Background: an optimization exercise with open tools, aiming at small area, a short achievable clock period and few clock cycles per item. Do not read the settings as production practice. In this exercise RTL edits were held to simulation tests only and were not proved equivalent to the original. Power is estimated from default activity; no workload was simulated.

==> exp/nickel: inputs <==
## pm32
module pm32 (
    input  logic          clk,
    input  logic          rst,
    input  logic          start,
    input  logic [31:0]   mc,
    input  logic [31:0]   mp,
    output logic [63:0]   p,
    output logic          done,
    input  logic          op  
);
clock: 5.0 ns
lec_check: 0
cap_margin: 20
core_margin: 2
core_utilization: 40
slew_margin: 20
synth_hierarchical: 1
standard.sh (not shown) runs the stock make flow with config.mk's settings and CLKGATE_MAP_FILE= SYNTH_SCRIPT=/design/flow/synth_recipe.tcl, a recipe that flattens the netlist after the stock synthesis.
==> flow/flow/run.sh <==
#!/bin/bash
# The standard layout, with the port buffers chosen here instead of by
# buffer_ports itself (it picks a slow delay buffer on sky130hd): buf_4 on the
# inputs, which feed the multiplier's wide fanout, and buf_1 on the outputs.
set -euo pipefail
export DONT_BUFFER_PORTS=1
export PRE_GLOBAL_PLACE_TCL="$PWD/flow/ports.tcl"
export POST_GLOBAL_PLACE_TCL="$PWD/flow/ports_post.tcl"
bash standard.sh > standard.log 2>&1
==> flow/flow/ports.tcl <==
# Sourced by ORFS's global_place.tcl before placement (DONT_BUFFER_PORTS=1
# skips its own buffer_ports call): every input and output port gets a buffer.
# They are kept from remove_buffers, which runs next, by dont_touch until
# placement is done (ports_post.tcl).
buffer_ports -inputs -buffer_cell sky130_fd_sc_hd__buf_4
buffer_ports -outputs -buffer_cell sky130_fd_sc_hd__buf_1
set port_bufs [concat [get_cells input*] [get_cells output*]]
puts "port buffers: [llength $port_bufs]"
set_dont_touch $port_bufs
==> flow/flow/ports_post.tcl <==
# Sourced by ORFS's global_place.tcl after placement: the port buffers may be
# resized again from here on.
set port_bufs [concat [get_cells input*] [get_cells output*]]
puts "port buffers after placement: [llength $port_bufs]"
unset_dont_touch $port_bufs
==> exp/fjord: changes against exp/nickel <==
PLACE_DENSITY = 0.8   (was default)
SETUP_SLACK_MARGIN = 0.6   (was default)
==> exp/ember: changes against exp/nickel <==
PLACE_DENSITY = 0.8   (was default)
SETUP_SLACK_MARGIN = 0.45   (was default)
==> qor summary <==
quantity	exp/nickel	exp/fjord	exp/ember
Run status	no timing/DRC/antenna violations	no timing/DRC/antenna violations	no timing/DRC/antenna violations
Routed WL	87100 µm	88700 µm	84000 µm
Post-layout instance count excluding filler cells	3563	3619	3603
NetSw	0.0127 W	0.0135 W	0.0128 W
Met2 layer usage reported by global route	41.9%	41.9%	40.7%
Maximum vdd ir drop	592 µV	591 µV	681 µV
Final Cell Area	0.0294 mm²	0.0309 mm²	0.0299 mm²
Routed metal-1 wire length	36400 µm	31800 µm	30700 µm
Combined area of the multi-input logic cells	0.0209 mm²	0.0220 mm²	0.0214 mm²
RSZ-0062 raised after global routing	no	yes	yes
Portion of the clock cycle consumed by the worst path in the final layout	98.7%	88.2%	91.9%
Routed length on met3	7850 µm	10400 µm	9200 µm
Cell count along the critical path	13	10	9
Worst-path maximum fanout	6	7	13
Headroom to the max-slew limit	46.7%	47.8%	32.8%
First element of the critical path	rc[1]$_DFFE_PP_	mp[12]	mp[11]
Highest metal layer with signal wires	met4	met5	met4
Routed length per placed instance	24.4 µm	24.5 µm	23.3 µm
Power in the clock group	0.00125 W	0.00140 W	0.00136 W
Register share of total power	12.0%	11.2%	11.8%
Testbench counts of exp/nickel, summed over its fixed seeds: cycles 1,600, items 1,600.
Testbench counts of exp/fjord, summed over its fixed seeds: cycles 1,600, items 1,600.
Testbench counts of exp/ember, summed over its fixed seeds: cycles 1,600, items 1,600.

==> inputs of run F <==
Starting RTL as in the previous note.
Design pm32, start of the top module:
module pm32 (
    input  logic          clk,
    input  logic          rst,
    input  logic          start,
    input  logic [31:0]   mc,
    input  logic [31:0]   mp,
    output logic [63:0]   p,
    output logic          done,
    input  logic          op  
);
    always_ff @(posedge clk or posedge rst) begin
        if (rst)
            done <= 1'b0;
        else if (start)
            done <= 1'b1;
    end
    logic [15:0] ng, nx, onen, twon;
    logic [32:0] mpx;
    assign mpx = {mp, 1'b0};
    genvar j, i;
    generate
        for (j = 0; j < 16; j++) begin : gen_enc
            assign nx[j]  = mpx[2*j+2];
            ENG  e0 (.c(mpx[2*j+2]), .a(mpx[2*j+1]), .b(mpx[2*j]), .y(ng[j]));
            EONE e1 (.a(mpx[2*j+1]), .b(mpx[2*j]), .y(onen[j]));
            ETWO e2 (.c(mpx[2*j+2]), .a(mpx[2*j+1]), .b(mpx[2*j]), .y(twon[j]));
        end
    endgenerate
    logic [32:0] m;
    assign m = {mc[31], mc};
    logic [33:0] z0;
    logic [32:0] pp0;
    assign z0[0] = ~nx[0];
    logic [33:0] z1;
    logic [32:0] pp1;
    assign z1[0] = ~nx[1];
    logic [33:0] z2;
    logic [32:0] pp2;
    assign z2[0] = ~nx[2];
    logic [33:0] z3;
    logic [32:0] pp3;
    assign z3[0] = ~nx[3];
    logic [33:0] z4;
    logic [32:0] pp4;
    assign z4[0] = ~nx[4];
    logic [33:0] z5;
    logic [32:0] pp5;
    assign z5[0] = ~nx[5];
    logic [33:0] z6;
    logic [32:0] pp6;
    assign z6[0] = ~nx[6];
    logic [33:0] z7;
    logic [32:0] pp7;
    assign z7[0] = ~nx[7];
    logic [33:0] z8;
  ...
export LEC_CHECK = 0
export CAP_MARGIN = 20
export CORE_MARGIN = 2
export CORE_UTILIZATION = 40
export PLACE_DENSITY = 0.8
export SETUP_SLACK_MARGIN = 0.75
export SLEW_MARGIN = 20
export SYNTH_HIERARCHICAL = 1
create_clock -name core_clock -period 5.0 [get_ports {clk}]
Scripts as last shown in full above: flow/flow/run.sh, flow/flow/ports.tcl, flow/flow/ports_post.tcl
==> inputs of run E, as changes to run F <==
--- a/flow/flow/run.sh
+++ b/flow/flow/run.sh
@@ -3,3 +3,3 @@
 # buffer_ports itself (it picks a slow delay buffer on sky130hd): buf_4 on the
-# inputs, which feed the multiplier's wide fanout, and buf_1 on the outputs.
+# inputs, which feed the multiplier's wide fanout, and on the outputs.
 set -euo pipefail
--- a/flow/flow/ports.tcl
+++ b/flow/flow/ports.tcl
@@ -5,3 +5,3 @@
 buffer_ports -inputs -buffer_cell sky130_fd_sc_hd__buf_4
-buffer_ports -outputs -buffer_cell sky130_fd_sc_hd__buf_1
+buffer_ports -outputs -buffer_cell sky130_fd_sc_hd__buf_4
 set port_bufs [concat [get_cells input*] [get_cells output*]]
--- a/flow/config.mk
+++ b/flow/config.mk
@@ -11,3 +11,3 @@
 export PLACE_DENSITY = 0.8
-export SETUP_SLACK_MARGIN = 0.75
+export SETUP_SLACK_MARGIN = 0.6
 export SLEW_MARGIN = 20
==> impl_metrics.json <==
{
  "cp.arrival_ps": 4570,
  "maxUsedRoutingLayer": "met4",
  "area_growth_pct": 26.3,
  "outcome": "no timing/DRC/antenna violations",
  "seq-power_w": 0.00304,
  "antenna_cells": 5,
  "tightest_slew_ps": 920
}
[end of results for run F]
==> impl_metrics.json <==
{
  "grt_pass1_wl_um": 133000,
  "outcome": "no timing/DRC/antenna violations",
  "cp.arrival_ps": 4550,
  "area_growth_pct": 20.2,
  "antenna_cells": 3,
  "rows": 92,
  "place_area_um2": 29400,
  "place_ws_ps": -28.6,
  "grt_max_degree": 80
}
[end of results for run E]
Testbench counts of run F, summed over its fixed seeds: cycles 1,600, items 1,600.
Testbench counts of run E, summed over its fixed seeds: cycles 1,600, items 1,600.

separate check: timing with driven ports:
In the flow no input, the clock included, has a driving cell. The finished layouts below were timed again as built, in two steps.
Step 1, drivers: a clkbuf_16 drives clk and a buf_2 each remaining input, both assumed.
Step 2 moves the port delays by t, midway between the first and last clock arrival at a register: inputs arrive t later, outputs are due t later. That takes back most of the time a late clock gives input paths.
a / b / c = ideal / step 1 / step 2; a / b = the first two.
| run | shift t [ns] | setup slack, ns | worst slew at a driven data input, ns |
|---|---|---|---|
| exp/nickel | 0.536 | 0.063 / 0.007 / 0.056 | 0.10 |
| exp/fjord | 0.518 | 0.592 / 0.560 / 0.106 | 0.11 |
| exp/ember | 0.505 | 0.404 / 0.437 / -0.068 | 0.11 |
| run F | 0.522 | 0.648 / 0.610 / 0.112 | 0.16 |
| run E | 0.516 | 0.634 / 0.595 / 0.144 | 0.11 |
With both steps, setup timing fails in exp/ember, where it was met with ideal ports. The setup slack of run F, which loses most, moves by -0.038 ns with the drivers and by -0.536 ns with both steps.
